Context: an optimization exercise on an open-source flow, tuned for small area. The choices shown serve that exercise and are no tape-out recipe.
Only simulation tests tie the RTL to the original design; equivalence was not proved.

==> flow/design.v (outline; a module is shown in full before it is edited, if it fits) <==
// module cordic_B: 3741 lines
module cordic_B(
  input                     clk,
  input                     rst_n,
  input  signed [31:0]      x,
  input  signed [31:0]      y,
  input                     start,
  input                     start1,
  output wire signed [31:0] angle,
  output wire signed [31:0] anglef
);
  // ...
==> flow/flow/run.sh <==
#!/bin/bash
# Own layout flow: the standard ORFS flow (standard.sh), with two changes:
#  - ABC maps the logic with an area-oriented script (flow/abc.script) in
#    place of ORFS's abc_speed.script; Yosys's synthesis script and every
#    register it makes are unchanged;
#  - port buffers use the platform's smallest buffer.
set -euo pipefail
here=$(pwd)
rm -rf "$here/scripts"
cp -r "$FLOW_HOME/scripts" "$here/scripts"
cp "$here/flow/abc.script" "$here/scripts/abc_speed.script"
export SCRIPTS_DIR="$here/scripts"
export BUFFER_PORTS_ARGS="-buffer_cell sky130_fd_sc_hd__buf_1"
bash standard.sh > "$here/standard_flow.log" 2>&1
==> flow/flow/abc.script <==
&get -n
&st
&dch -f
&nf -a -R 1000
&put
buffer -c
topo
stime -c
upsize -c
dnsize -c
==> flow/standard.sh <==
#!/bin/bash
# synth_recipe.tcl (not shown) runs the flow's synth.tcl, then flattens the netlist and writes it again
# the make line also repeats each setting of config.mk as NAME=value (left out here)
make -C /OpenROAD-flow-scripts/flow DESIGN_CONFIG=/design/flow/config.mk WORK_HOME=/design/flow/orfs CLKGATE_MAP_FILE= SYNTH_SCRIPT=/design/flow/synth_recipe.tcl "${@:-finish}"
==> flow/config.mk <==
export PLATFORM = sky130hd
export DESIGN_NAME = cordic_B
export DESIGN_NICKNAME = cordic_B
export VERILOG_FILES = /design/flow/design.v
export SDC_FILE = /design/flow/constraint.sdc
export NUM_CORES = 4
export LEC_CHECK = 0
export CAP_MARGIN = 20
export CORE_MARGIN = 2
export CORE_UTILIZATION = 40
export CTS_BUF_LIST = sky130_fd_sc_hd__clkbuf_16
export CTS_CLUSTER_DIAMETER = 80
export CTS_CLUSTER_SIZE = 24
export PLACE_DENSITY = 0.6
export SLEW_MARGIN = 20
==> flow/constraint.sdc <==
create_clock -name core_clock -period 6.0 [get_ports {clk}]
set_input_delay 1.2000 -clock core_clock [delete_from_list [all_inputs] [get_ports {clk}]]
set_output_delay 1.2000 -clock core_clock [all_outputs]
set_load 0.01 [all_outputs]
==> flow_summary_export.csv, run 1 <==
group,metric,value,unit
status,outcome,"no timing/DRC/antenna violations",
timing,fin_hold_ws,320,ps
timing,setup_tns,0,ps
hold_path,holdCritStartpoint,"c9_s[4]$_DFF_P_",
clock_tree,cts_resized,2,
synthesis,synth.distinct_cells,76,
synthesis,syn_inst,5183,
worst_setup_path,end_kind,"flip-flop",
grt,met2_usage,0.283,
layout,nNonClkInverters,612,
layout,multi_input_area_share,0.552,
grt,use_met1,0.207,
floorplanning,taps,1650,
layout,multiInputGateArea,0.0303,mm2
timing,skew,28.1,ps
drt,wl_met1,48500,um
timing,slew_headroom,0.410,
worst_setup_path,worst-path-buf-inv,4,
floorplanning,die_height,360,um
grt,grt_pass1_vias,33400,
hold_path,holdCritPathClass,"flip-flop to flip-flop",
grt,grt_max_degree,81,
worst_setup_path,crit_slowest_cell,"a311o_1",
synthesis,avgSynthCellArea,9.77,um2
worst_setup_path,r2r_setup_slack,440,ps
synthesis,synth_fa_ha_area_frac,0.234,
layout,mostFrequentLayoutCells,"dfxtp_1, ha_1, inv_1, xor2_1, xnor2_1",
synthesis,synth_top_area_cell,"dfxtp_1",
layout,multi_input_gates,3595,
synthesis,synthTopCellsByCount,"dfxtp_1, ha_1, inv_1",
worst_setup_path,worstSetupEndpoint,"c2_v[24]$_DFF_P_",
layout,nFillCells,12100,
==> inputs of run 2 (changes only) <==
--- a/flow/design.v
+++ b/flow/design.v
@@ -3340,28 +3340,20 @@
 wire v112_G75 = v112_G59 | (v112_P59 & v112_G56);
 wire v112_G76 = v112_G60 | (v112_P60 & v112_G56);
 wire v112_G77 = v112_G61 | (v112_P61 & v112_G56);
 wire v112_G78 = v112_G62 | (v112_P62 & v112_G56);
 wire v112_G79 = v112_G63 | (v112_P63 & v112_G56);
 wire v112_G80 = v112_G64 | (v112_P64 & v112_G56);
 wire v112_G81 = v112_g[31] | (v112_p[31] & v112_G80);
 wire [31:0] v112 = {v112_p[31] ^ v112_G80, v112_p[30] ^ v112_G79, v112_p[29] ^ v112_G78, v112_p[28] ^ v112_G77, v112_p[27] ^ v112_G76, v112_p[26] ^ v112_G75, v112_p[25] ^ v112_G74, v112_p[24] ^ v112_G73, v112_p[23] ^ v112_G72, v112_p[22] ^ v112_G71, v112_p[21] ^ v112_G70, v112_p[20] ^ v112_G69, v112_p[19] ^ v112_G68, v112_p[18] ^ v112_G67, v112_p[17] ^ v112_G66, v112_p[16] ^ v112_G65, v112_p[15] ^ v112_G56, v112_p[14] ^ v112_G55, v112_p[13] ^ v112_G54, v112_p[12] ^ v112_G53, v112_p[11] ^ v112_G52, v112_p[10] ^ v112_G51, v112_p[9] ^ v112_G50, v112_p[8] ^ v112_G49, v112_p[7] ^ v112_G36, v112_p[6] ^ v112_G35, v112_p[5] ^ v112_G34, v112_p[4] ^ v112_G33, v112_p[3] ^ v112_G18, v112_p[2] ^ v112_G17, v112_p[1] ^ v112_G1, v112_p[0] ^ 1'b1};
-reg [17:0] c11_x;
-reg [31:0] c11_v;
-reg [13:0] c11_s;
-always @(posedge clk) begin
-  c11_x <= xn111;
-  c11_v <= v112;
-  c11_s <= {s105, c10_s[12], c10_s[11], c10_s[10], c10_s[9], c10_s[8], c10_s[7], c10_s[6], c10_s[5], c10_s[4], c10_s[3], c10_s[2], c10_s[1], c10_s[0]};
-end
-wire s113 = c11_s[13] ^ c11_v[31];
-wire [31:0] u114 = c11_v ^ {32{c11_v[31]}};
+wire s113 = s105 ^ v112[31];
+wire [31:0] u114 = v112 ^ {32{v112[31]}};
 wire [31:0] uf115 = u114;
-wire signed [31:0] xf116 = {c11_x, 14'd0};
+wire signed [31:0] xf116 = {xn111, 14'd0};
 wire signed [31:0] X117 = xf116 >>> 14;
 wire [31:0] v118_a = uf115;
 wire [31:0] v118_b = ~X117;
 wire [31:0] v118_p = v118_a ^ v118_b;
 wire [31:0] v118_g = v118_a & v118_b;
 wire v118_G1 = v118_g[0] | (v118_p[0] & 1'b1);
 wire v118_G2 = v118_g[2] | (v118_p[2] & v118_g[1]);
 wire v118_P2 = v118_p[2] & v118_p[1];
@@ -3489,94 +3481,94 @@
 wire v118_G76 = v118_G60 | (v118_P60 & v118_G56);
 wire v118_G77 = v118_G61 | (v118_P61 & v118_G56);
 wire v118_G78 = v118_G62 | (v118_P62 & v118_G56);
 wire v118_G79 = v118_G63 | (v118_P63 & v118_G56);
 wire v118_G80 = v118_G64 | (v118_P64 & v118_G56);
 wire v118_G81 = v118_g[31] | (v118_p[31] & v118_G80);
 wire [31:0] v118 = {v118_p[31] ^ v118_G80, v118_p[30] ^ v118_G79, v118_p[29] ^ v118_G78, v118_p[28] ^ v118_G77, v118_p[27] ^ v118_G76, v118_p[26] ^ v118_G75, v118_p[25] ^ v118_G74, v118_p[24] ^ v118_G73, v118_p[23] ^ v118_G72, v118_p[22] ^ v118_G71, v118_p[21] ^ v118_G70, v118_p[20] ^ v118_G69, v118_p[19] ^ v118_G68, v118_p[18] ^ v118_G67, v118_p[17] ^ v118_G66, v118_p[16] ^ v118_G65, v118_p[15] ^ v118_G56, v118_p[14] ^ v118_G55, v118_p[13] ^ v118_G54, v118_p[12] ^ v118_G53, v118_p[11] ^ v118_G52, v118_p[10] ^ v118_G51, v118_p[9] ^ v118_G50, v118_p[8] ^ v118_G49, v118_p[7] ^ v118_G36, v118_p[6] ^ v118_G35, v118_p[5] ^ v118_G34, v118_p[4] ^ v118_G33, v118_p[3] ^ v118_G18, v118_p[2] ^ v118_G17, v118_p[1] ^ v118_G1, v118_p[0] ^ 1'b1};
 wire s119 = s113 ^ v118[31];
-reg [15:0] c12_s;
+reg [15:0] c11_s;
 always @(posedge clk) begin
-  c12_s <= {s119, s113, c11_s[13], c11_s[12], c11_s[11], c11_s[10], c11_s[9], c11_s[8], c11_s[7], c11_s[6], c11_s[5], c11_s[4], c11_s[3], c11_s[2], c11_s[1], c11_s[0]};
+  c11_s <= {s119, s113, s105, c10_s[12], c10_s[11], c10_s[10], c10_s[9], c10_s[8], c10_s[7], c10_s[6], c10_s[5], c10_s[4], c10_s[3], c10_s[2], c10_s[1], c10_s[0]};
 end
-wire f120_s121 = ~c12_s[1] ^ ~c12_s[2] ^ ~c12_s[5];
-wire f120_c122 = (~c12_s[1] & ~c12_s[2]) | (~c12_s[5] & (~c12_s[1] ^ ~c12_s[2]));
-wire f120_s123 = ~c12_s[6] ^ ~c12_s[8] ^ ~c12_s[9];
-wire f120_c124 = (~c12_s[6] & ~c12_s[8]) | (~c12_s[9] & (~c12_s[6] ^ ~c12_s[8]));
-wire f120_s125 = ~c12_s[10] ^ ~c12_s[11] ^ ~c12_s[13];
-wire f120_c126 = (~c12_s[10] & ~c12_s[11]) | (~c12_s[13] & (~c12_s[10] ^ ~c12_s[11]));
-wire f120_s127 = ~c12_s[1] ^ ~c12_s[4] ^ ~c12_s[7];
-wire f120_c128 = (~c12_s[1] & ~c12_s[4]) | (~c12_s[7] & (~c12_s[1] ^ ~c12_s[4]));
-wire f120_s129 = ~c12_s[9] ^ ~c12_s[12] ^ ~c12_s[13];
-wire f120_c130 = (~c12_s[9] & ~c12_s[12]) | (~c12_s[13] & (~c12_s[9] ^ ~c12_s[12]));
-wire f120_s131 = ~c12_s[2] ^ ~c12_s[4] ^ ~c12_s[6];
-wire f120_c132 = (~c12_s[2] & ~c12_s[4]) | (~c12_s[6] & (~c12_s[2] ^ ~c12_s[4]));
-wire f120_s133 = ~c12_s[8] ^ ~c12_s[11] ^ ~c12_s[12];
-wire f120_c134 = (~c12_s[8] & ~c12_s[11]) | (~c12_s[12] & (~c12_s[8] ^ ~c12_s[11]));
-wire f120_s135 = ~c12_s[13] ^ ~c12_s[14] ^ 1'b1;
-wire f120_c136 = (~c12_s[13] & ~c12_s[14]) | (1'b1 & (~c12_s[13] ^ ~c12_s[14]));
-wire f120_s137 = ~c12_s[4] ^ ~c12_s[5] ^ ~c12_s[7];
-wire f120_c138 = (~c12_s[4] & ~c12_s[5]) | (~c12_s[7] & (~c12_s[4] ^ ~c12_s[5]));
-wire f120_s139 = ~c12_s[10] ^ ~c12_s[11] ^ ~c12_s[12];
-wire f120_c140 = (~c12_s[10] & ~c12_s[11]) | (~c12_s[12] & (~c12_s[10] ^ ~c12_s[11]));
-wire f120_s141 = ~c12_s[6] ^ ~c12_s[9] ^ ~c12_s[10];
-wire f120_c142 = (~c12_s[6] & ~c12_s[9]) | (~c12_s[10] & (~c12_s[6] ^ ~c12_s[9]));
-wire f120_s143 = ~c12_s[11] ^ 1'b1;
-wire f120_c144 = ~c12_s[11] & 1'b1;
-wire f120_s145 = ~c12_s[2] ^ ~c12_s[5] ^ ~c12_s[8];
-wire f120_c146 = (~c12_s[2] & ~c12_s[5]) | (~c12_s[8] & (~c12_s[2] ^ ~c12_s[5]));
-wire f120_s147 = ~c12_s[9] ^ ~c12_s[10] ^ 1'b1;
-wire f120_c148 = (~c12_s[9] & ~c12_s[10]) | (1'b1 & (~c12_s[9] ^ ~c12_s[10]));
-wire f120_s149 = ~c12_s[1] ^ ~c12_s[4] ^ ~c12_s[7];
-wire f120_c150 = (~c12_s[1] & ~c12_s[4]) | (~c12_s[7] & (~c12_s[1] ^ ~c12_s[4]));
-wire f120_s151 = ~c12_s[8] ^ ~c12_s[9];
-wire f120_c152 = ~c12_s[8] & ~c12_s[9];
-wire f120_s153 = ~c12_s[3] ^ ~c12_s[6] ^ ~c12_s[7];
-wire f120_c154 = (~c12_s[3] & ~c12_s[6]) | (~c12_s[7] & (~c12_s[3] ^ ~c12_s[6]));
-wire f120_s155 = ~c12_s[5] ^ ~c12_s[6] ^ ~c12_s[7];
-wire f120_c156 = (~c12_s[5] & ~c12_s[6]) | (~c12_s[7] & (~c12_s[5] ^ ~c12_s[6]));
-wire f120_s157 = ~c12_s[1] ^ ~c12_s[4] ^ ~c12_s[5];
-wire f120_c158 = (~c12_s[1] & ~c12_s[4]) | (~c12_s[5] & (~c12_s[1] ^ ~c12_s[4]));
-wire f120_s159 = ~c12_s[0] ^ ~c12_s[3] ^ ~c12_s[4];
-wire f120_c160 = (~c12_s[0] & ~c12_s[3]) | (~c12_s[4] & (~c12_s[0] ^ ~c12_s[3]));
-wire f120_s161 = ~c12_s[1] ^ ~c12_s[2] ^ ~c12_s[3];
-wire f120_c162 = (~c12_s[1] & ~c12_s[2]) | (~c12_s[3] & (~c12_s[1] ^ ~c12_s[2]));
-wire f120_s163 = ~c12_s[4] ^ 1'b1;
-wire f120_c164 = ~c12_s[4] & 1'b1;
-wire f120_s165 = ~c12_s[0] ^ ~c12_s[2] ^ ~c12_s[3];
-wire f120_c166 = (~c12_s[0] & ~c12_s[2]) | (~c12_s[3] & (~c12_s[0] ^ ~c12_s[2]));
-wire f120_s167 = ~c12_s[0] ^ ~c12_s[1] ^ ~c12_s[2];
-wire f120_c168 = (~c12_s[0] & ~c12_s[1]) | (~c12_s[2] & (~c12_s[0] ^ ~c12_s[1]));
+wire f120_s121 = ~c11_s[1] ^ ~c11_s[2] ^ ~c11_s[5];
+wire f120_c122 = (~c11_s[1] & ~c11_s[2]) | (~c11_s[5] & (~c11_s[1] ^ ~c11_s[2]));
+wire f120_s123 = ~c11_s[6] ^ ~c11_s[8] ^ ~c11_s[9];
+wire f120_c124 = (~c11_s[6] & ~c11_s[8]) | (~c11_s[9] & (~c11_s[6] ^ ~c11_s[8]));
+wire f120_s125 = ~c11_s[10] ^ ~c11_s[11] ^ ~c11_s[13];
+wire f120_c126 = (~c11_s[10] & ~c11_s[11]) | (~c11_s[13] & (~c11_s[10] ^ ~c11_s[11]));
+wire f120_s127 = ~c11_s[1] ^ ~c11_s[4] ^ ~c11_s[7];
+wire f120_c128 = (~c11_s[1] & ~c11_s[4]) | (~c11_s[7] & (~c11_s[1] ^ ~c11_s[4]));
+wire f120_s129 = ~c11_s[9] ^ ~c11_s[12] ^ ~c11_s[13];
+wire f120_c130 = (~c11_s[9] & ~c11_s[12]) | (~c11_s[13] & (~c11_s[9] ^ ~c11_s[12]));
+wire f120_s131 = ~c11_s[2] ^ ~c11_s[4] ^ ~c11_s[6];
+wire f120_c132 = (~c11_s[2] & ~c11_s[4]) | (~c11_s[6] & (~c11_s[2] ^ ~c11_s[4]));
+wire f120_s133 = ~c11_s[8] ^ ~c11_s[11] ^ ~c11_s[12];
+wire f120_c134 = (~c11_s[8] & ~c11_s[11]) | (~c11_s[12] & (~c11_s[8] ^ ~c11_s[11]));
+wire f120_s135 = ~c11_s[13] ^ ~c11_s[14] ^ 1'b1;
+wire f120_c136 = (~c11_s[13] & ~c11_s[14]) | (1'b1 & (~c11_s[13] ^ ~c11_s[14]));
+wire f120_s137 = ~c11_s[4] ^ ~c11_s[5] ^ ~c11_s[7];
+wire f120_c138 = (~c11_s[4] & ~c11_s[5]) | (~c11_s[7] & (~c11_s[4] ^ ~c11_s[5]));
+wire f120_s139 = ~c11_s[10] ^ ~c11_s[11] ^ ~c11_s[12];
+wire f120_c140 = (~c11_s[10] & ~c11_s[11]) | (~c11_s[12] & (~c11_s[10] ^ ~c11_s[11]));
+wire f120_s141 = ~c11_s[6] ^ ~c11_s[9] ^ ~c11_s[10];
+wire f120_c142 = (~c11_s[6] & ~c11_s[9]) | (~c11_s[10] & (~c11_s[6] ^ ~c11_s[9]));
+wire f120_s143 = ~c11_s[11] ^ 1'b1;
+wire f120_c144 = ~c11_s[11] & 1'b1;
+wire f120_s145 = ~c11_s[2] ^ ~c11_s[5] ^ ~c11_s[8];
+wire f120_c146 = (~c11_s[2] & ~c11_s[5]) | (~c11_s[8] & (~c11_s[2] ^ ~c11_s[5]));
+wire f120_s147 = ~c11_s[9] ^ ~c11_s[10] ^ 1'b1;
+wire f120_c148 = (~c11_s[9] & ~c11_s[10]) | (1'b1 & (~c11_s[9] ^ ~c11_s[10]));
+wire f120_s149 = ~c11_s[1] ^ ~c11_s[4] ^ ~c11_s[7];
+wire f120_c150 = (~c11_s[1] & ~c11_s[4]) | (~c11_s[7] & (~c11_s[1] ^ ~c11_s[4]));
+wire f120_s151 = ~c11_s[8] ^ ~c11_s[9];
+wire f120_c152 = ~c11_s[8] & ~c11_s[9];
+wire f120_s153 = ~c11_s[3] ^ ~c11_s[6] ^ ~c11_s[7];
+wire f120_c154 = (~c11_s[3] & ~c11_s[6]) | (~c11_s[7] & (~c11_s[3] ^ ~c11_s[6]));
+wire f120_s155 = ~c11_s[5] ^ ~c11_s[6] ^ ~c11_s[7];
+wire f120_c156 = (~c11_s[5] & ~c11_s[6]) | (~c11_s[7] & (~c11_s[5] ^ ~c11_s[6]));
+wire f120_s157 = ~c11_s[1] ^ ~c11_s[4] ^ ~c11_s[5];
+wire f120_c158 = (~c11_s[1] & ~c11_s[4]) | (~c11_s[5] & (~c11_s[1] ^ ~c11_s[4]));
+wire f120_s159 = ~c11_s[0] ^ ~c11_s[3] ^ ~c11_s[4];
+wire f120_c160 = (~c11_s[0] & ~c11_s[3]) | (~c11_s[4] & (~c11_s[0] ^ ~c11_s[3]));
+wire f120_s161 = ~c11_s[1] ^ ~c11_s[2] ^ ~c11_s[3];
+wire f120_c162 = (~c11_s[1] & ~c11_s[2]) | (~c11_s[3] & (~c11_s[1] ^ ~c11_s[2]));
+wire f120_s163 = ~c11_s[4] ^ 1'b1;
+wire f120_c164 = ~c11_s[4] & 1'b1;
+wire f120_s165 = ~c11_s[0] ^ ~c11_s[2] ^ ~c11_s[3];
+wire f120_c166 = (~c11_s[0] & ~c11_s[2]) | (~c11_s[3] & (~c11_s[0] ^ ~c11_s[2]));
+wire f120_s167 = ~c11_s[0] ^ ~c11_s[1] ^ ~c11_s[2];
+wire f120_c168 = (~c11_s[0] & ~c11_s[1]) | (~c11_s[2] & (~c11_s[0] ^ ~c11_s[1]));
 wire f120_s169 = f120_s121 ^ f120_s123 ^ f120_s125;
 wire f120_c170 = (f120_s121 & f120_s123) | (f120_s125 & (f120_s121 ^ f120_s123));
 wire f120_s171 = f120_c122 ^ f120_c124 ^ f120_c126;
 wire f120_c172 = (f120_c122 & f120_c124) | (f120_c126 & (f120_c122 ^ f120_c124));
-wire f120_s173 = f120_s127 ^ f120_s129 ^ ~c12_s[15];
-wire f120_c174 = (f120_s127 & f120_s129) | (~c12_s[15] & (f120_s127 ^ f120_s129));
+wire f120_s173 = f120_s127 ^ f120_s129 ^ ~c11_s[15];
+wire f120_c174 = (f120_s127 & f120_s129) | (~c11_s[15] & (f120_s127 ^ f120_s129));
 wire f120_s175 = f120_c128 ^ f120_c130 ^ f120_s131;
 wire f120_c176 = (f120_c128 & f120_c130) | (f120_s131 & (f120_c128 ^ f120_c130));
 wire f120_s177 = f120_s133 ^ f120_s135;
 wire f120_c178 = f120_s133 & f120_s135;
 wire f120_s179 = f120_c132 ^ f120_c134 ^ f120_c136;
 wire f120_c180 = (f120_c132 & f120_c134) | (f120_c136 & (f120_c132 ^ f120_c134));
 wire f120_s181 = f120_s137 ^ f120_s139 ^ 1'b1;
 wire f120_c182 = (f120_s137 & f120_s139) | (1'b1 & (f120_s137 ^ f120_s139));
 wire f120_s183 = f120_c138 ^ f120_c140 ^ f120_s141;
 wire f120_c184 = (f120_c138 & f120_c140) | (f120_s141 & (f120_c138 ^ f120_c140));
 wire f120_s185 = f120_c142 ^ f120_c144 ^ f120_s145;
 wire f120_c186 = (f120_c142 & f120_c144) | (f120_s145 & (f120_c142 ^ f120_c144));
 wire f120_s187 = f120_c146 ^ f120_c148 ^ f120_s149;
 wire f120_c188 = (f120_c146 & f120_c148) | (f120_s149 & (f120_c146 ^ f120_c148));
 wire f120_s189 = f120_c150 ^ f120_c152 ^ f120_s153;
 wire f120_c190 = (f120_c150 & f120_c152) | (f120_s153 & (f120_c150 ^ f120_c152));
-wire f120_s191 = f120_c156 ^ f120_s157 ^ ~c12_s[6];
-wire f120_c192 = (f120_c156 & f120_s157) | (~c12_s[6] & (f120_c156 ^ f120_s157));
-wire f120_s193 = f120_c158 ^ f120_s159 ^ ~c12_s[5];
-wire f120_c194 = (f120_c158 & f120_s159) | (~c12_s[5] & (f120_c158 ^ f120_s159));
+wire f120_s191 = f120_c156 ^ f120_s157 ^ ~c11_s[6];
+wire f120_c192 = (f120_c156 & f120_s157) | (~c11_s[6] & (f120_c156 ^ f120_s157));
+wire f120_s193 = f120_c158 ^ f120_s159 ^ ~c11_s[5];
+wire f120_c194 = (f120_c158 & f120_s159) | (~c11_s[5] & (f120_c158 ^ f120_s159));
 wire f120_s195 = f120_c160 ^ f120_s161 ^ f120_s163;
 wire f120_c196 = (f120_c160 & f120_s161) | (f120_s163 & (f120_c160 ^ f120_s161));
 wire f120_s197 = f120_c162 ^ f120_c164 ^ f120_s165;
 wire f120_c198 = (f120_c162 & f120_c164) | (f120_s165 & (f120_c162 ^ f120_c164));
 wire f120_s199 = f120_c166 ^ f120_s167 ^ 1'b1;
 wire f120_c200 = (f120_c166 & f120_s167) | (1'b1 & (f120_c166 ^ f120_s167));
 wire f120_s201 = f120_c170 ^ f120_s171 ^ f120_s173;
 wire f120_c202 = (f120_c170 & f120_s171) | (f120_s173 & (f120_c170 ^ f120_s171));
@@ -3585,24 +3577,24 @@
 wire f120_s205 = f120_c176 ^ f120_c178 ^ f120_s179;
 wire f120_c206 = (f120_c176 & f120_c178) | (f120_s179 & (f120_c176 ^ f120_c178));
 wire f120_s207 = f120_c180 ^ f120_c182 ^ f120_s183;
 wire f120_c208 = (f120_c180 & f120_c182) | (f120_s183 & (f120_c180 ^ f120_c182));
 wire f120_s209 = f120_c184 ^ f120_s185 ^ f120_s147;
 wire f120_c210 = (f120_c184 & f120_s185) | (f120_s147 & (f120_c184 ^ f120_s185));
 wire f120_s211 = f120_c186 ^ f120_s187 ^ f120_s151;
 wire f120_c212 = (f120_c186 & f120_s187) | (f120_s151 & (f120_c186 ^ f120_s187));
-wire f120_s213 = f120_c188 ^ f120_s189 ^ ~c12_s[8];
-wire f120_c214 = (f120_c188 & f120_s189) | (~c12_s[8] & (f120_c188 ^ f120_s189));
+wire f120_s213 = f120_c188 ^ f120_s189 ^ ~c11_s[8];
+wire f120_c214 = (f120_c188 & f120_s189) | (~c11_s[8] & (f120_c188 ^ f120_s189));
 wire f120_s215 = f120_c190 ^ f120_c154 ^ f120_s155;
 wire f120_c216 = (f120_c190 & f120_c154) | (f120_s155 & (f120_c190 ^ f120_c154));
 wire f120_s217 = f120_c196 ^ f120_s197 ^ 1'b1;
 wire f120_c218 = (f120_c196 & f120_s197) | (1'b1 & (f120_c196 ^ f120_s197));
-wire f120_s219 = f120_c200 ^ f120_c168 ^ ~c12_s[1];
-wire f120_c220 = (f120_c200 & f120_c168) | (~c12_s[1] & (f120_c200 ^ f120_c168));
+wire f120_s219 = f120_c200 ^ f120_c168 ^ ~c11_s[1];
+wire f120_c220 = (f120_c200 & f120_c168) | (~c11_s[1] & (f120_c200 ^ f120_c168));
 wire f120_s221 = f120_c202 ^ f120_s203 ^ f120_s177;
 wire f120_c222 = (f120_c202 & f120_s203) | (f120_s177 & (f120_c202 ^ f120_s203));
 wire f120_s223 = f120_c204 ^ f120_s205 ^ f120_s181;
 wire f120_c224 = (f120_c204 & f120_s205) | (f120_s181 & (f120_c204 ^ f120_s205));
 wire f120_s225 = f120_c206 ^ f120_s207 ^ f120_s143;
 wire f120_c226 = (f120_c206 & f120_s207) | (f120_s143 & (f120_c206 ^ f120_s207));
 wire f120_s227 = f120_c218 ^ f120_c198 ^ f120_s199;
 wire f120_c228 = (f120_c218 & f120_c198) | (f120_s199 & (f120_c218 ^ f120_c198));
@@ -3650,29 +3642,29 @@
 wire f120_lo_G15 = f120_lo_G9 | (f120_lo_P9 & f120_lo_G8);
 wire f120_lo_G16 = f120_lo_G10 | (f120_lo_P10 & f120_lo_G8);
 wire f120_lo_G17 = f120_lo_g[7] | (f120_lo_p[7] & f120_lo_G16);
 wire f120_lo_G18 = f120_lo_G5 | (f120_lo_P5 & f120_lo_G16);
 wire f120_lo_G19 = f120_lo_G11 | (f120_lo_P11 & f120_lo_G16);
 wire f120_lo_G20 = f120_lo_G12 | (f120_lo_P12 & f120_lo_G16);
 wire [10:0] f120_lo = {f120_lo_p[10] ^ f120_lo_G19, f120_lo_p[9] ^ f120_lo_G18, f120_lo_p[8] ^ f120_lo_G17, f120_lo_p[7] ^ f120_lo_G16, f120_lo_p[6] ^ f120_lo_G15, f120_lo_p[5] ^ f120_lo_G14, f120_lo_p[4] ^ f120_lo_G13, f120_lo_p[3] ^ f120_lo_G8, f120_lo_p[2] ^ f120_lo_G7, f120_lo_p[1] ^ f120_lo_G1, f120_lo_p[0] ^ 1'b0};
 wire f120_ci = f120_lo[10];
-reg [7:0] c13_r0;
-reg [7:0] c13_r1;
-reg [0:0] c13_ci;
+reg [7:0] c12_r0;
+reg [7:0] c12_r1;
+reg [0:0] c12_ci;
 always @(posedge clk) begin
-  c13_r0 <= {1'b1, f120_c220, f120_c228, f120_s227, f120_c242, f120_s241, f120_s239, f120_s237};
-  c13_r1 <= {1'b0, ~c12_s[0], f120_s219, 1'b0, f120_s217, 1'b0, 1'b0, 1'b0};
-  c13_ci <= f120_ci;
+  c12_r0 <= {1'b1, f120_c220, f120_c228, f120_s227, f120_c242, f120_s241, f120_s239, f120_s237};
+  c12_r1 <= {1'b0, ~c11_s[0], f120_s219, 1'b0, f120_s217, 1'b0, 1'b0, 1'b0};
+  c12_ci <= f120_ci;
 end
-wire [7:0] f243_a = c13_r0;
-wire [7:0] f243_b = c13_r1;
+wire [7:0] f243_a = c12_r0;
+wire [7:0] f243_b = c12_r1;
 wire [7:0] f243_p = f243_a ^ f243_b;
 wire [7:0] f243_g = f243_a & f243_b;
-wire f243_G1 = f243_g[0] | (f243_p[0] & c13_ci);
+wire f243_G1 = f243_g[0] | (f243_p[0] & c12_ci);
 wire f243_G2 = f243_g[2] | (f243_p[2] & f243_g[1]);
 wire f243_P2 = f243_p[2] & f243_p[1];
 wire f243_G3 = f243_g[4] | (f243_p[4] & f243_g[3]);
 wire f243_P3 = f243_p[4] & f243_p[3];
 wire f243_G4 = f243_g[6] | (f243_p[6] & f243_g[5]);
 wire f243_P4 = f243_p[6] & f243_p[5];
 wire f243_G5 = f243_g[1] | (f243_p[1] & f243_G1);
 wire f243_G6 = f243_G2 | (f243_P2 & f243_G1);
@@ -3680,20 +3672,24 @@
 wire f243_P7 = f243_p[5] & f243_P3;
 wire f243_G8 = f243_G4 | (f243_P4 & f243_G3);
 wire f243_P8 = f243_P4 & f243_P3;
 wire f243_G9 = f243_g[3] | (f243_p[3] & f243_G6);
 wire f243_G10 = f243_G3 | (f243_P3 & f243_G6);
 wire f243_G11 = f243_G7 | (f243_P7 & f243_G6);
 wire f243_G12 = f243_G8 | (f243_P8 & f243_G6);
 wire f243_G13 = f243_g[7] | (f243_p[7] & f243_G12);
-wire [7:0] f243 = {f243_p[7] ^ f243_G12, f243_p[6] ^ f243_G11, f243_p[5] ^ f243_G10, f243_p[4] ^ f243_G9, f243_p[3] ^ f243_G6, f243_p[2] ^ f243_G5, f243_p[1] ^ f243_G1, f243_p[0] ^ c13_ci};
+wire [7:0] f243 = {f243_p[7] ^ f243_G12, f243_p[6] ^ f243_G11, f243_p[5] ^ f243_G10, f243_p[4] ^ f243_G9, f243_p[3] ^ f243_G6, f243_p[2] ^ f243_G5, f243_p[1] ^ f243_G1, f243_p[0] ^ c12_ci};
+reg [7:0] c13_f;
+always @(posedge clk) begin
+  c13_f <= f243;
+end
 reg [7:0] c14_f;
 always @(posedge clk) begin
-  c14_f <= f243;
+  c14_f <= c13_f;
 end
 reg [7:0] c15_f;
 always @(posedge clk) begin
   c15_f <= c14_f;
 end
 reg [7:0] c16_f;
 always @(posedge clk) begin
   c16_f <= c15_f;
==> run 2 against run 1 <==
Against the previous run:
- hold slack barely moved
- register-to-register slack got worse by 120 ps
- core utilization rose by 0.83 points
- synthesized cell count fell by 2.0%
- clock skew rose by 7.2 ps
- critical path type unchanged
- largest cell class unchanged
==> flow_summary_export.csv, run 2 <==
group,metric,value,unit
status,outcome,"no timing/DRC/antenna violations",
synthesis,syn_inst,5081,
clock_tree,clk_pin_slew,100,ps
floorplanning,initial_utilization,0.404,
placed_design,routabilityCongestion,0.889,
placed_design,place_area,0.0524,mm2
floorplanning,die_height,355,um
drt,post_drt_wl_per_cell,14.7,um
synthesis,synth-main-ff-cell,"dfxtp_1",
grt,grt_max_degree,82,
layout,area_delta_synth_final,10.4,%
floorplanning,fp.dieArea,0.126,mm2
worst_setup_path,crit_type,"flip-flop to flip-flop",
synthesis,synth.distinct_cells,85,
drt,vias_per_cell,4.75,
timing,fin_crit_sh,0.947,
layout,fin_util,0.446,
synthesis,synth_fp_nets,6001,
synthesis,synth-async-reset-ratio,0.0671,
grt,grt_first_pass_wirelength,165000,um
timing,max_freq,176,MHz
timing,hold_viol,0,
floorplanning,rows,128,
worst_setup_path,crit_fanout,15,
synthesis,synthTopCellsByCount,"dfxtp_1, ha_1, inv_1",
clock_tree,clock_latency,650,ps
grt,grt_pass1_vias,32400,
worst_setup_path,cp-start-kind,"flip-flop",
timing,skew,35.2,ps
worst_setup_path,r2r_cells,25,
floorplanning,ios,132,
layout,layout_commonest_cell,"dfxtp_1",
synthesis,synth.top_cell.area_share,0.306,
hold_path,holdPathStages,0,
clock_tree,clock-sinks,805,
grt,antenna_found_initial,1,
timing,setup_viol,0,
hold_path,holdCritPathClass,"flip-flop to flip-flop",
clock_tree,cts_root_buffer,"clkbuf_16",
synthesis,yosys_warnings,1,
clock_tree,cts_made_buffers,47,
worst_setup_path,crit_path_start,"c10_v[31]$_DFF_P_",
worst_setup_path,worstPathArrival,6250,ps
synthesis,synth.most_common_cell,"dfxtp_1",
timing,tightest_slew,807,ps
synthesis,synth.area.top_cells,"dfxtp_1, ha_1, xor2_1",
floorplanning,die_x,355,um
timing,fin_hold_ws,320,ps
drt,first_pass_iters,5,
layout,fin_nets,6235,
layout,final_area,0.0543,mm2
hold_path,holdCritStartpoint,"c2_s[0]$_DFF_P_",
drt,drt-total-wl,102000,um
synthesis,syn_area,0.0492,mm2
clock_tree,clockBufferDepth,3,
synthesis,synth_top_area_cell,"dfxtp_1",
synthesis,synth-edff-count,0,
clock_tree,postCtsHoldBufs,0,
drt,drtIter0Drc,1304,
placed_design,dp.final_hpwl,85600,um
synthesis,avgSynthCellArea,9.68,um2
run,cap_viol_max_count,0,
drt,antenna_left,0,
layout,mostFrequentLayoutCells,"dfxtp_1, ha_1, inv_1, xor2_1, xnor2_1",
floorplanning,coreArea,0.122,mm2
placed_design,io_buffers,130,
drt,drc,0,
grt,grt.total_usage,0.161,
worst_setup_path,cp.required,6570,ps
synthesis,seq_area_frac_synth,0.333,
layout,layout-drive-gt1-share,0.0625,
worst_setup_path,end_kind,"flip-flop",
worst_setup_path,r2r_start,"c10_v[31]$_DFF_P_",
drt,vias,33100,
clock_tree,cts_tree,"yes",
layout,n_antenna_cell,0,
timing,drv_slew,0,
timing,fin_crit,5680,ps
timing,slew_headroom,0.457,
grt,grt_overflow,0,
synthesis,ys_ff_latch,805,
clock_tree,htree_num_levels,2,
run 2: timing repair:
item	in CTS	in global routing
setup endpoints to repair	5	25
buffers inserted	0	10
pin swaps	0	32
resized for setup	5	50
run 2: critical path: stages (launching register included):
cell and delay [ps]:
dfxtp_2 370, buf_12 160, xor2_1 160, ha_1 330, a21o_1 130, a31oi_1 70, o31a_2 480, o41ai_4 520
a311oi_2 250, xnor2_4 210, buf_12 160, buf_4 160, xnor2_1 120, ha_1 300, o211ai_2 70, a21oi_1 100
a2111oi_2 370, buf_4 210, nor4_1 60, a2111oi_1 360, buf_4 180, nor4_1 60, nor4_2 290, xor2_1 180
buf_4 170, xnor2_1 120
run 2: path summary, 6_finish.rpt:
path,endpoint,slack [ps]
max,c11_s[15]$_DFF_P_,320
min,c3_s[0]$_DFF_P_,320
max reg2reg,c11_s[15]$_DFF_P_,320
min reg2reg,c3_s[0]$_DFF_P_,320
max in group asynchronous,c0_v[15]$_DFFE_PN0P_,4780
min in group asynchronous,c0_x[11]$_DFFE_PN0P_,700
run 2: final cells by class:
cell class / count / area [um2]
tap: 1625 / 2030
sequential: 805 / 16400
timing repair buffer: 297 / 1800
clock buffer: 48 / 1200
multi-input combinational: 3576 / 30300
inverter: 588 / 2210
clock inverter: 30 / 395
fill: 11700 / 67600
run 2: logic make-up after synthesis:
kind of cell / count (synthesis) / share of synthesized area
buf+inv: 700 / 0.0573
flops: 805 / 0.333
simple gates: 864 / 0.0813
xor+xnor: 1049 / 0.188
mux: 3 / 0.000636
fa+ha+maj: 852 / 0.241
compound gates: 808 / 0.0990
run 2: through the flow:
stage,std cells,worst slack [ps],TNS (ps)
after floorplan,5081,-45.7,-123
after global placement,6881,-171,-452
after detailed placement,6881,-218,-678
after CTS,6959,6.96,0
after global routing,6969,-51.2,-122
final,6969,319,0
run 2: per-layer routing:
layer  global-route usage  up-vias  wire length (um)
met4               0.0326        0              1860
li1                     -    17300                 -
met1                0.209    15400             47600
met5                    0        -                 0
met2                0.289      284             50900
met3               0.0137       97              2120
==> inputs of run 3 (changes only) <==
--- a/flow/flow/run.sh
+++ b/flow/flow/run.sh
@@ -4,5 +4,6 @@
 #    place of ORFS's abc_speed.script; Yosys's synthesis script and every
 #    register it makes are unchanged;
-#  - port buffers use the platform's smallest buffer.
+#  - port buffers use the platform's smallest buffer;
+#  - clock tree synthesis inserts no dummy loads.
 set -euo pipefail
 here=$(pwd)
@@ -12,3 +13,4 @@
 export SCRIPTS_DIR="$here/scripts"
 export BUFFER_PORTS_ARGS="-buffer_cell sky130_fd_sc_hd__buf_1"
+export CTS_ARGS="-sink_clustering_enable -repair_clock_nets -sink_clustering_size 24 -sink_clustering_max_diameter 80 -buf_list sky130_fd_sc_hd__clkbuf_16 -dont_use_dummy_load"
 bash standard.sh > "$here/standard_flow.log" 2>&1
==> run 3 against run 2 <==
Against the previous run:
- maximum frequency hardly changed
- critical path depth is 8 higher
- global-route usage hardly changed
- final cell count is 0.43% lower
- first-iteration DRC count is 3.8% higher
- non-clock buffer count is 1 higher
==> flow_summary_export.csv, run 3 <==
group,metric,value,unit
status,outcome,"no timing/DRC/antenna violations",
drt,drt-total-wl,102000,um
synthesis,yosys_warnings,1,
placed_design,io_buffers,130,
clock_tree,cts_tree,"yes",
synthesis,yosys.area_share.xor_xnor,0.188,
clock_tree,clockBufferDepth,3,
placed_design,routabilityCongestion,0.889,
placed_design,dp.final_hpwl,85600,um
grt,grt_overflow,0,
worst_setup_path,end_kind,"flip-flop",
synthesis,synth.top_cell.area_share,0.306,
floorplanning,initial_utilization,0.404,
synthesis,synth_fa_ha_area_frac,0.241,
timing,skew,70.0,ps
placed_design,preCtsSetupSlack,-218,ps
floorplanning,fp.dieArea,0.126,mm2
drt,post_drt_wl_per_cell,14.7,um
synthesis,synth.distinct_cells,85,
floorplanning,die_x,355,um
timing,fin_crit_sh,0.946,
synthesis,ys_ff_latch,805,
clock_tree,clk_pin_slew,90,ps
synthesis,syn_area,0.0492,mm2
layout,area_delta_synth_final,9.59,%
placed_design,placedCellCount,6881,
synthesis,syn_inst,5081,
grt,antenna_found_initial,1,
timing,setup_viol,0,
timing,tightest_slew,775,ps
worst_setup_path,crit_slowest_cell,"dfrtp_1",
layout,fin_nets,6236,
worst_setup_path,cp.required,6500,ps
grt,grt_pass1_vias,32300,
worst_setup_path,worstPathArrival,6180,ps
worst_setup_path,path_delay_family,"compound AO/OA/AOI/OAI gates",
synthesis,avgSynthCellArea,9.68,um2
layout,n_antenna_cell,0,
synthesis,synth_top_family_by_area,"adder cells",
floorplanning,die_height,355,um
drt,drtIter0Drc,1353,
timing,setup_ws,321,ps
clock_tree,clock_latency,640,ps
timing,hold_viol,0,
clock_tree,htree_num_levels,2,
clock_tree,clock-sinks,805,
synthesis,synth-main-ff-cell,"dfxtp_1",
timing,fin_crit,5680,ps
layout,mostFrequentLayoutCells,"dfxtp_1, ha_1, inv_1, xor2_1, xnor2_1",
grt,grt_first_pass_wirelength,165000,um
timing,fin_hold_ws,294,ps
synthesis,synth_top_area_cell,"dfxtp_1",
hold_path,holdCritPathClass,"flip-flop to flip-flop",
synthesis,seq_area_frac_synth,0.333,
layout,layout-drive-gt1-share,0.0589,
worst_setup_path,crit_type,"flip-flop to flip-flop",
layout,final_cells,6939,
clock_tree,cts_made_buffers,47,
drt,vias,33000,
drt,vias_per_cell,4.75,
synthesis,synth-async-reset-ratio,0.0671,
worst_setup_path,crit_path_frequent_cell,"a21oi_2",
drt,antenna_left,0,
drt,drc,0,
timing,slew_headroom,0.479,
worst_setup_path,worst-path-buf-inv,1,
timing,max_freq,176,MHz
grt,grt.total_usage,0.161,
clock_tree,cts_root_buffer,"clkbuf_16",
synthesis,synthSimpleGateAreaFrac,0.0813,
synthesis,synth.area.top_cells,"dfxtp_1, ha_1, xor2_1",
worst_setup_path,cp-start-kind,"flip-flop",
run,cap_viol_max_count,0,
timing,rsz0062_at_grt,"yes",
timing,drv_slew,0,
grt,grt_max_degree,82,
synthesis,synth-compound-area-share,0.0990,
floorplanning,ios,132,
synthesis,synthMuxAreaShare,0.000636,
floorplanning,coreArea,0.122,mm2
layout,layout_commonest_cell,"dfxtp_1",
synthesis,synth.most_common_cell,"dfxtp_1",
synthesis,synth-edff-count,0,
timing,setup_tns,0,ps
drt,first_pass_iters,5,
worst_setup_path,crit_fanout,4,
synthesis,synth_fp_nets,6001,
floorplanning,rows,128,
synthesis,synthTopCellsByCount,"dfxtp_1, ha_1, inv_1",
worst_setup_path,critPathMaxStageDelay,410,ps
[run 3: cell counts after synthesis]
Identical to the previous run, type by type.
[run 3: worst paths after layout]
kind	from	cells past startpoint	slack (ps)	endpoint
worst max-delay path	c0_v[1]$_DFFE_PN0P_	33	320	c1_v[18]$_DFF_P_
worst min-delay path	c2_s[0]$_DFF_P_	0	290	c3_s[0]$_DFF_P_
worst max register to register	c0_v[1]$_DFFE_PN0P_	33	320	c1_v[18]$_DFF_P_
worst min register to register	c2_s[0]$_DFF_P_	0	290	c3_s[0]$_DFF_P_
max in group asynchronous	rst_n	2	4740	c0_v[15]$_DFFE_PN0P_
min in group asynchronous	rst_n	2	710	c0_x[13]$_DFFE_PN0P_
[run 3: layout make-up]
| type | instances | area, um2 |
|---|---|---|
| Fill cell | 11800 | 68000 |
| Multi-Input combinational cell | 3576 | 30300 |
| Sequential cell | 805 | 16400 |
| Inverter | 588 | 2210 |
| Tap cell | 1625 | 2030 |
| Timing Repair Buffer | 298 | 1800 |
| Clock buffer | 47 | 1180 |
[run 3: cell families after synthesis]
logic type	after synthesis
compound gates	808
xor+xnor	1049
fa+ha+maj	852
buf+inv	700
flops	805
mux	3
simple gates	864
[run 3: repair_timing]
action	in CTS	in global routing
buffers inserted	0	11
pin swaps	0	33
gates resized for setup	5	50
endpoints found under the setup margin	4	25
hold buffers	0	0
cloned	0	0
[run 3: routing by layer]
layer	global-route usage	wire (um)	vias to the layer above
met5	0	0	-
met1	0.209	47400	15400
met3	0.0138	2110	90
met2	0.289	50700	263
met4	0.0316	1760	0
li1	-	-	17200
[run 3: through the flow]
step,util,area [um2]
detailed placement,0.430,52400
global placement,0.430,52400
global route,0.442,53900
floorplan,-,49300
finish,0.442,53900
CTS,0.440,53600
[run 3: worst register-to-register path, delay by kind of cell (launching register included)]
kind / cells / cell delay [ps]
XOR/XNOR: 4 / 780
AO/OA/AOI/OAI: 16 / 2480
flip-flops: 1 / 410
AND/OR/NAND/NOR: 9 / 830
adder cells (fa/ha/maj): 3 / 980
buffers and inverters: 1 / 80
==> inputs of run 4 (changes only) <==
--- a/flow/config.mk
+++ b/flow/config.mk
@@ -9,7 +9,5 @@
 export CORE_MARGIN = 2
 export CORE_UTILIZATION = 40
-export CTS_BUF_LIST = sky130_fd_sc_hd__clkbuf_16
-export CTS_CLUSTER_DIAMETER = 80
-export CTS_CLUSTER_SIZE = 24
+export GPL_TIMING_DRIVEN = 0
 export PLACE_DENSITY = 0.6
 export SLEW_MARGIN = 20
==> run 4 against run 3 <==
Against the previous run:
- final area is 1.3% higher
- still clean
- final cell count is 0.10% higher
- first-iteration DRC count is 12% lower
- critical path type unchanged
==> flow_summary_export.csv, run 4 <==
group,metric,value,unit
status,outcome,"no timing/DRC/antenna violations",
layout,n_antenna_cell,0,
timing,drv_slew,0,
layout,final_cells,6946,
synthesis,synth_top_area_cell,"dfxtp_1",
worst_setup_path,r2r_start,"c0_v[15]$_DFFE_PN0P_",
synthesis,synth-edff-count,0,
grt,grt_pass1_vias,32900,
placed_design,placedCellCount,6837,
synthesis,seq_area_frac_synth,0.333,
drt,first_pass_iters,5,
floorplanning,coreArea,0.122,mm2
layout,layout-drive-gt1-share,0.0667,
timing,hold_viol,0,
drt,drc,0,
worst_setup_path,r2r_end,"c1_v[15]$_DFF_P_",
worst_setup_path,crit_type,"flip-flop to flip-flop",
synthesis,synthMuxAreaShare,0.000636,
placed_design,io_buffers,129,
synthesis,yosys.area_share.xor_xnor,0.188,
synthesis,synthSimpleGateAreaFrac,0.0813,
synthesis,synth.most_common_cell,"dfxtp_1",
floorplanning,die_height,355,um
worst_setup_path,r2r_cells,33,
synthesis,syn_area,0.0492,mm2
drt,drt-total-wl,105000,um
worst_setup_path,worstSetupEndpoint,"c1_v[15]$_DFF_P_",
layout,fin_util,0.448,
drt,vias,33200,
clock_tree,clk_pin_slew,100,ps
timing,fin_crit,5830,ps
floorplanning,die_x,355,um
grt,grt_overflow,0,
worst_setup_path,end_kind,"flip-flop",
worst_setup_path,critPathMaxStageDelay,580,ps
layout,layout_commonest_cell,"dfxtp_1",
worst_setup_path,r2r_setup_slack,170,ps
worst_setup_path,cp.required,6540,ps
placed_design,place_area,0.0518,mm2
worst_setup_path,crit_fanout,6,
drt,antenna_left,0,
grt,antenna_found_initial,2,
floorplanning,rows,128,
timing,tightest_slew,1040,ps
hold_path,holdPathStages,0,
drt,post_drt_wl_per_cell,15.1,um
layout,mostFrequentLayoutCells,"dfxtp_1, ha_1, inv_1, xor2_1, xnor2_1",
timing,fin_crit_sh,0.971,
synthesis,avgSynthCellArea,9.68,um2
synthesis,synth.top_cell.area_share,0.306,
synthesis,syn_inst,5081,
timing,skew,98.9,ps
synthesis,synth.distinct_cells,85,
layout,area_delta_synth_final,11.0,%
hold_path,holdCritPathClass,"flip-flop to flip-flop",
layout,fin_nets,6243,
timing,rsz0062_at_grt,"yes",
placed_design,routabilityCongestion,0.870,
placed_design,dp.final_hpwl,87700,um
synthesis,synthTopCellsByCount,"dfxtp_1, ha_1, inv_1",
worst_setup_path,crit_path_frequent_cell,"a21oi_2",
clock_tree,htree_num_levels,2,
clock_tree,clock_latency,630,ps
synthesis,ys_ff_latch,805,
worst_setup_path,crit_slowest_cell,"dfrtp_4",
timing,max_freq,172,MHz
timing,slew_headroom,0.304,
drt,drtIter0Drc,1186,
clock_tree,cts_tree,"yes",
clock_tree,clock-sinks,805,
floorplanning,initial_utilization,0.404,
synthesis,synth.area.top_cells,"dfxtp_1, ha_1, xor2_1",
timing,setup_viol,0,
worst_setup_path,cp-start-kind,"flip-flop",
timing,fin_hold_ws,319,ps
grt,grt_max_degree,29,
floorplanning,ios,132,
synthesis,synth_top_family_by_area,"adder cells",
clock_tree,clockBufferDepth,3,
grt,grt.total_usage,0.165,
synthesis,synth-async-reset-ratio,0.0671,
drt,vias_per_cell,4.78,
layout,final_area,0.0546,mm2
worst_setup_path,crit_path_start,"c0_v[15]$_DFFE_PN0P_",
floorplanning,fp.dieArea,0.126,mm2
synthesis,synth-main-ff-cell,"dfxtp_1",
worst_setup_path,worstPathArrival,6370,ps
synthesis,yosys_warnings,1,
run,cap_viol_max_count,0,
clock_tree,cts_made_buffers,46,
synthesis,synth_fp_nets,6001,
grt,grt_first_pass_wirelength,169000,um
synthesis,synth_fa_ha_area_frac,0.241,
synthesis,synth-compound-area-share,0.0990,
clock_tree,cts_root_buffer,"clkbuf_16",
==> run 4: routing by layer <==
layer  vias up  wire (um)  GRT usage
met2       333      50800      0.289
met3       135       2620     0.0172
li1      17200          -          -
met5         -         10          0
met1     15500      48800      0.215
met4         2       2970     0.0481
==> run 4: metrics by stage <==
stage / TNS, ps / setup slack [ps]
2_1_floorplan: -123 / -45.7
3_3_place_gp: -36810 / -2760
3_5_place_dp: -42670 / -2760
4_1_cts: -117 / -117
5_1_grt: -803 / -165
6_report: 0 / 173
==> run 4: cells by family after synthesis <==
| kind of cell | after synthesis |
|---|---|
| xor+xnor | 1049 |
| simple gates | 864 |
| fa+ha+maj | 852 |
| compound gates | 808 |
| flops | 805 |
| buf+inv | 700 |
| mux | 3 |
==> run 4: how the worst min path moves through the flow <==
stage                startpoint          endpoint  slack (ps)
5_1_grt         c3_s[0]$_DFF_P_   c4_s[0]$_DFF_P_         330
3_3_place_gp   c14_f[7]$_DFF_P_  c15_f[7]$_DFF_P_         310
2_1_floorplan   c9_s[0]$_DFF_P_  c10_s[0]$_DFF_P_         310
3_5_place_dp   c15_f[5]$_DFF_P_  c16_f[5]$_DFF_P_         310
4_1_cts         c3_s[0]$_DFF_P_   c4_s[0]$_DFF_P_         310
6_report        c9_s[8]$_DFF_P_  c10_s[8]$_DFF_P_         320
==> run 4: cell type report <==
class                           instances  area [um2]
Tap cell                             1625        2030
Inverter                              588        2210
Multi-Input combinational cell       3576       31000
Timing Repair Buffer                  196        1050
Fill cell                           11700       67300
Sequential cell                       805       16400
Clock buffer                           46        1150
Buffer                                110         722
==> run 4: repair_timing <==
action                     4_1_cts  5_1_grt
resized for setup              111      107
hold buffers                     0        0
pin swaps                       27       66
hold endpoints to repair         0        0
setup buffers                   27       39
setup endpoints to repair       82       64
==> run 4: critical path: cells and delay by family, from the launching register on <==
family	cells	cell delay (ps)
AOI/OAI and AO/OA	15	2250
xor gates and xnor gates	3	450
adders and majority gates	4	1310
buffers and inverters	4	400
DFF	1	580
and+or+nand+nor	7	720
==> inputs of run 5 (changes only) <==
--- a/flow/flow/run.sh
+++ b/flow/flow/run.sh
@@ -1,4 +1,4 @@
 #!/bin/bash
-# Own layout flow: the standard ORFS flow (standard.sh), with two changes:
+# Own layout flow: the standard ORFS flow (standard.sh), with these changes:
 #  - ABC maps the logic with an area-oriented script (flow/abc.script) in
 #    place of ORFS's abc_speed.script; Yosys's synthesis script and every
==> flow/flow/abc.script (replaced) <==
&get -n
&st
&dch
&nf -R 1000
&put
buffer -c
topo
stime -c
upsize -c
dnsize -c
--- a/flow/config.mk
+++ b/flow/config.mk
@@ -9,5 +9,4 @@
 export CORE_MARGIN = 2
 export CORE_UTILIZATION = 40
-export GPL_TIMING_DRIVEN = 0
 export PLACE_DENSITY = 0.6
 export SLEW_MARGIN = 20
==> run 5 against run 4 <==
Against the previous run:
- register-to-register slack better by 40 ps
- non-clock buffer count up 5
- largest cell class unchanged
- via count down 2.0%
- final area down 1.7%
- first-iteration DRC count down 3.2%
- still clean
- sequential cell count unchanged
- critical path depth unchanged
- die area down 0.46%
==> flow_summary_export.csv, run 5 <==
group,metric,value,unit
synthesis,avgSynthCellArea,9.73,um2
grt,antenna_found_initial,1,
synthesis,yosys_warnings,1,
floorplanning,fp.dieArea,0.125,mm2
timing,hold_viol,0,
worst_setup_path,crit_path_frequent_cell,"buf_4",
grt,grt_first_pass_wirelength,164000,um
worst_setup_path,crit_slowest_cell,"dfrtp_1",
placed_design,dp.final_hpwl,84900,um
drt,first_pass_iters,5,
hold_path,holdCritPathClass,"flip-flop to flip-flop",
floorplanning,die_height,354,um
layout,layout_commonest_cell,"dfxtp_1",
layout,layout-drive-gt1-share,0.0603,
worst_setup_path,critPathMaxStageDelay,420,ps
synthesis,syn_area,0.0490,mm2
clock_tree,clock-sinks,805,
clock_tree,htree_num_levels,2,
placed_design,preCtsSetupSlack,-63.5,ps
synthesis,synth-edff-count,0,
grt,grt_max_degree,82,
timing,setup_viol,0,
worst_setup_path,crit_type,"flip-flop to flip-flop",
worst_setup_path,cp-start-kind,"flip-flop",
synthesis,synth_fp_nets,5951,
synthesis,synth.area.top_cells,"dfxtp_1, ha_1, xor2_1",
timing,drv_slew,0,
run,cap_viol_max_count,0,
synthesis,ys_ff_latch,805,
drt,post_drt_wl_per_cell,14.7,um
layout,nFillCells,11700,
synthesis,synth.most_common_cell,"dfxtp_1",
placed_design,routabilityCongestion,0.881,
floorplanning,initial_utilization,0.403,
drt,vias,32500,
layout,area_delta_synth_final,9.65,%
floorplanning,rows,128,
drt,antenna_left,0,
placed_design,io_buffers,130,
synthesis,synth.top_cell.area_share,0.307,
synthesis,synth.distinct_cells,78,
layout,n_antenna_cell,0,
synthesis,synth-async-reset-ratio,0.0671,
clock_tree,cts_tree,"yes",
worst_setup_path,end_kind,"flip-flop",
grt,grt.total_usage,0.160,
timing,setup_ws,217,ps
clock_tree,cts_made_buffers,46,
drt,drtIter0Drc,1148,
clock_tree,cts_root_buffer,"clkbuf_16",
layout,mostFrequentLayoutCells,"dfxtp_1, ha_1, inv_1, xor2_1, xnor2_1",
timing,max_freq,173,MHz
synthesis,synth-main-ff-cell,"dfxtp_1",
status,outcome,"no timing/DRC/antenna violations",
drt,vias_per_cell,4.71,
clock_tree,clock_latency,630,ps
floorplanning,ios,132,
timing,tightest_slew,1040,ps
synthesis,synthTopCellsByCount,"dfxtp_1, ha_1, inv_1",
drt,drt-total-wl,101000,um
floorplanning,coreArea,0.122,mm2
timing,rsz0062_at_grt,"yes",
timing,skew,69.5,ps
clock_tree,postCtsHoldBufs,0,
worst_setup_path,cp.required,6480,ps
synthesis,synth_top_area_cell,"dfxtp_1",
timing,fin_crit_sh,0.964,
worst_setup_path,crit_fanout,3,
synthesis,seq_area_frac_synth,0.335,
clock_tree,clockBufferDepth,3,
clock_tree,clk_pin_slew,90,ps
layout,fin_nets,6198,
drt,drc,0,
floorplanning,die_x,354,um
grt,grt_overflow,0,
timing,fin_crit,5780,ps
timing,slew_headroom,0.299,
grt,grt_pass1_vias,32300,
worst_setup_path,worstPathArrival,6260,ps
synthesis,syn_inst,5031,
-- run 5: worst paths after layout --
check / start / to / slack (ps) / cells after the start
setup / recovery: c0_v[1]$_DFFE_PN0P_ / c1_x[16]$_DFF_P_ / 220 / 33
hold / removal: c3_s[0]$_DFF_P_ / c4_s[0]$_DFF_P_ / 310 / 0
setup reg to reg: c0_v[1]$_DFFE_PN0P_ / c1_x[16]$_DFF_P_ / 220 / 33
hold reg to reg: c3_s[0]$_DFF_P_ / c4_s[0]$_DFF_P_ / 310 / 0
max in group asynchronous: rst_n / c0_v[15]$_DFFE_PN0P_ / 4730 / 2
min in group asynchronous: rst_n / c0_x[13]$_DFFE_PN0P_ / 700 / 2
-- run 5: per-layer routing --
layer	routed length (um)	up-vias	global-route usage
met5	0	-	0
met3	2010	114	0.0145
met1	46500	15100	0.203
met2	50000	286	0.288
met4	2630	0	0.0438
li1	-	17000	-
-- run 5: worst max-delay path: cells and delay by family, from the launching register on --
family | cells | cell delay [ps]
flip-flops | 1 | 420
buffers and inverters | 16 | 1930
AO/OA/AOI/OAI | 7 | 1130
XOR/XNOR | 4 | 680
AND/OR/NAND/NOR | 2 | 160
adder cells (fa/ha/maj) | 4 | 1340
-- run 5: metrics by stage --
step | setup TNS (ps) | utilization | instances | hold WS [ps] | instance area (um2)
6_report | 0 | 0.442 | 6901 | 314 | 53700
2_1_floorplan | -14.0 | - | 5031 | 310 | 49000
4_1_cts | 0 | 0.440 | 6894 | 319 | 53400
3_5_place_dp | -133 | 0.429 | 6829 | 312 | 52100
5_1_grt | -1200 | 0.442 | 6901 | 320 | 53700
3_3_place_gp | -41.3 | 0.429 | 6829 | 310 | 52100
-- run 5: final cells by class --
cell class / count / area [um2] / share of cell area
inverters: 598 / 2240 / 0.0418
multi-input cells: 3516 / 30000 / 0.558
flip-flops and latches: 805 / 16400 / 0.305
repair buffers: 311 / 1890 / 0.0351
clock buffers: 46 / 1150 / 0.0214
well taps: 1625 / 2030 / 0.0379
-- run 5: timing repair --
item                                    4_1_cts  5_1_grt
endpoints found under the setup margin        5       20
resized for setup                             5       38
buffers inserted                             19        8
pin swaps                                    12       47
endpoints found under the hold margin         0        0
-- run 5: cells by family after synthesis --
logic type,synth area share
buf+inv,0.0583
simple gates,0.0749
compound gates,0.101
xor+xnor,0.189
fa+ha+maj,0.242
flops,0.335
mux,0.000639
==> inputs of run 6 (changes only) <==
==> flow/flow/abc.script (replaced) <==
&get -n
&st
&dch -f
&nf -a -R 1000
&put
buffer -c
topo
stime -c
upsize -c
dnsize -c
--- a/flow/config.mk
+++ b/flow/config.mk
@@ -8,5 +8,5 @@
 export CAP_MARGIN = 20
 export CORE_MARGIN = 2
-export CORE_UTILIZATION = 40
-export PLACE_DENSITY = 0.6
+export CORE_UTILIZATION = 55
+export PLACE_DENSITY = 0.75
 export SLEW_MARGIN = 20
==> run 6 against run 5 <==
Against the previous run:
- still clean on timing, DRC and antenna
- first-iteration DRC count rose by 19%
- sequential share of layout area is 0.25 points higher
- count of clock-buffer cells in the layout down 3
==> flow_summary_export.csv, run 6 <==
group,metric,value,unit
floorplanning,fp.dieArea,0.0918,mm2
synthesis,synth_top_family_by_area,"adder cells",
drt,drc,0,
drt,first_pass_iters,5,
worst_setup_path,crit_fanout,12,
drt,vias_per_cell,5.19,
grt,grt_overflow,0,
clock_tree,cts_root_buffer,"clkbuf_16",
clock_tree,clock_latency,610,ps
synthesis,synthMuxAreaShare,0.000636,
grt,antenna_found_initial,1,
synthesis,yosys_warnings,1,
synthesis,synth-async-reset-ratio,0.0671,
worst_setup_path,worst-path-buf-inv,4,
floorplanning,die_height,303,um
timing,fin_crit,5820,ps
synthesis,ys_ff_latch,805,
worst_setup_path,crit_slowest_cell,"dfrtp_2",
placed_design,io_buffers,130,
synthesis,syn_area,0.0492,mm2
synthesis,synthSimpleGateAreaFrac,0.0813,
floorplanning,ios,132,
layout,layout_commonest_cell,"dfxtp_1",
timing,setup_ws,178,ps
synthesis,synthTopCellsByCount,"dfxtp_1, ha_1, inv_1",
placed_design,dp.final_hpwl,83600,um
worst_setup_path,path_delay_family,"compound AO/OA/AOI/OAI gates",
clock_tree,htree_num_levels,2,
synthesis,synth_fa_ha_area_frac,0.241,
timing,hold_viol,0,
clock_tree,cts_tree,"yes",
synthesis,synth.top_cell.area_share,0.306,
grt,grt_max_degree,82,
worst_setup_path,critPathMaxStageDelay,490,ps
layout,fin_util,0.601,
floorplanning,initial_utilization,0.556,
synthesis,synth-edff-count,0,
timing,max_freq,172,MHz
synthesis,seq_area_frac_synth,0.333,
grt,grt_first_pass_wirelength,164000,um
timing,skew,56.1,ps
worst_setup_path,crit_type,"flip-flop to flip-flop",
floorplanning,coreArea,0.0885,mm2
synthesis,yosys.area_share.xor_xnor,0.188,
synthesis,synth.most_common_cell,"dfxtp_1",
timing,fin_crit_sh,0.970,
layout,layout-drive-gt1-share,0.0570,
grt,grt.total_usage,0.220,
worst_setup_path,cp.required,6450,ps
floorplanning,rows,109,
timing,tightest_slew,787,ps
synthesis,syn_inst,5081,
run,cap_viol_max_count,0,
timing,setup_viol,0,
layout,fin_nets,6204,
status,outcome,"no timing/DRC/antenna violations",
worst_setup_path,end_kind,"flip-flop",
synthesis,synth.distinct_cells,85,
synthesis,avgSynthCellArea,9.68,um2
synthesis,synth_fp_nets,6001,
layout,mostFrequentLayoutCells,"dfxtp_1, ha_1, inv_1, xor2_1, xnor2_1",
clock_tree,clockBufferDepth,3,
grt,grt_pass1_vias,33500,
synthesis,synth_top_area_cell,"dfxtp_1",
worst_setup_path,cp-start-kind,"flip-flop",
layout,n_antenna_cell,0,
synthesis,synth.area.top_cells,"dfxtp_1, ha_1, xor2_1",
floorplanning,die_x,303,um
timing,rsz0062_at_grt,"yes",
placed_design,preCtsSetupSlack,-203,ps
drt,drt-total-wl,101000,um
drt,vias,33400,
synthesis,synth-compound-area-share,0.0990,
placed_design,routabilityCongestion,0.937,
layout,area_delta_synth_final,8.24,%
clock_tree,cts_made_buffers,43,
drt,post_drt_wl_per_cell,15.6,um
synthesis,synth-main-ff-cell,"dfxtp_1",
timing,drv_slew,0,
hold_path,holdCritPathClass,"flip-flop to flip-flop",
clock_tree,clk_pin_slew,90,ps
timing,slew_headroom,0.471,
drt,antenna_left,0,
worst_setup_path,crit_path_frequent_cell,"a21oi_2",
drt,drtIter0Drc,1363,
clock_tree,clock-sinks,805,
worst_setup_path,worstPathArrival,6270,ps
-- run 6: kinds of logic (layout without fill, tap and decap cells) --
logic type | after synthesis | count (layout)
AO/OA/AOI/OAI | 808 | 808
adder cells (fa/ha/maj) | 852 | 852
buffers and inverters | 700 | 901
AND/OR/NAND/NOR | 864 | 864
flip-flops | 805 | 805
XOR/XNOR | 1049 | 1049
multiplexers | 3 | 3
-- run 6: metal layers --
layer,track usage,routed length [um],vias up,share of wire
met5,0,0,-,0
met4,0.0684,3290,0,0.033
met3,0.0190,2360,167,0.023
met2,0.401,50800,432,0.50
met1,0.273,44300,15700,0.44
li1,-,-,17200,-
-- run 6: repair_timing --
action | CTS | global route
gates cloned | 0 | 0
setup endpoints to repair | 11 | 29
buffers inserted | 0 | 9
gates resized for setup | 13 | 72
pin swaps | 6 | 42
hold buffers | 0 | 0
-- run 6: metrics by stage --
step                      std cells  hold WS (ps)  TNS (ps)  instance area, um2
final                          6447           323         0               53200
after CTS                      6438           326         0               52700
after global routing           6447           326      -951               53200
after detailed placement       6395           312      -935               51600
after global placement         6395           311     -89.6               51600
after floorplan                5081           310      -123               49300
-- run 6: worst paths after layout --
path                       cells after the start                  from  slack (ps)                   end
max                                           33  c0_v[15]$_DFFE_PN0P_         180      c1_v[18]$_DFF_P_
min                                            0       c3_s[4]$_DFF_P_         320       c4_s[4]$_DFF_P_
max reg2reg                                   33  c0_v[15]$_DFFE_PN0P_         180      c1_v[18]$_DFF_P_
min reg2reg                                    0       c3_s[4]$_DFF_P_         320       c4_s[4]$_DFF_P_
max in group asynchronous                      2                 rst_n        4740  c0_v[15]$_DFFE_PN0P_
min in group asynchronous                      2                 rst_n         720  c0_v[11]$_DFFE_PN0P_
-- run 6: final cells by class --
cell class	count	area [um2]
tap	1165	1460
inverter	588	2210
multi-input combinational	3576	30500
clock buffer	43	1080
timing repair buffer	270	1610
fill	7278	35300
sequential	805	16400

## separate check: timing with driven ports
The flow's constraints put no driver on any port. The routed layouts listed below were extracted and timed again, unchanged, in two steps. Step 1, drivers: a clkbuf_16 drives clk and a buf_2 each remaining input, both assumed. Step 2 adds t to the input delays and takes it off the output delays; t is the mean of the earliest and latest rising clock arrival at the registers after step 1. Input paths then give back, and output paths get back, about the clock's delay inside the block. a / b / c = ideal ports / drivers / drivers and shift; a / b = the first two.
| run | t (ns) | setup WS [ns] | worst data-port slew with drivers (ns) |
|---|---|---|---|
| run 1 | 0.717 | 0.438 / 0.438 / 0.131 | 0.04 |
| run 2 | 0.693 | 0.319 / 0.319 / 0.037 | 0.04 |
| run 3 | 0.667 | 0.321 / 0.321 / 0.020 | 0.04 |
| run 4 | 0.647 | 0.173 / 0.173 / -0.137 | 0.04 |
| run 5 | 0.664 | 0.217 / 0.217 / -0.078 | 0.04 |
| run 6 | 0.645 | 0.178 / 0.178 / -0.030 | 0.04 |
With both steps, setup timing fails in run 4, run 5 and run 6, where it was met with ideal ports. The setup slack of run 4, which loses most, moves by 0.000 ns with the drivers and by -0.310 ns with both steps.
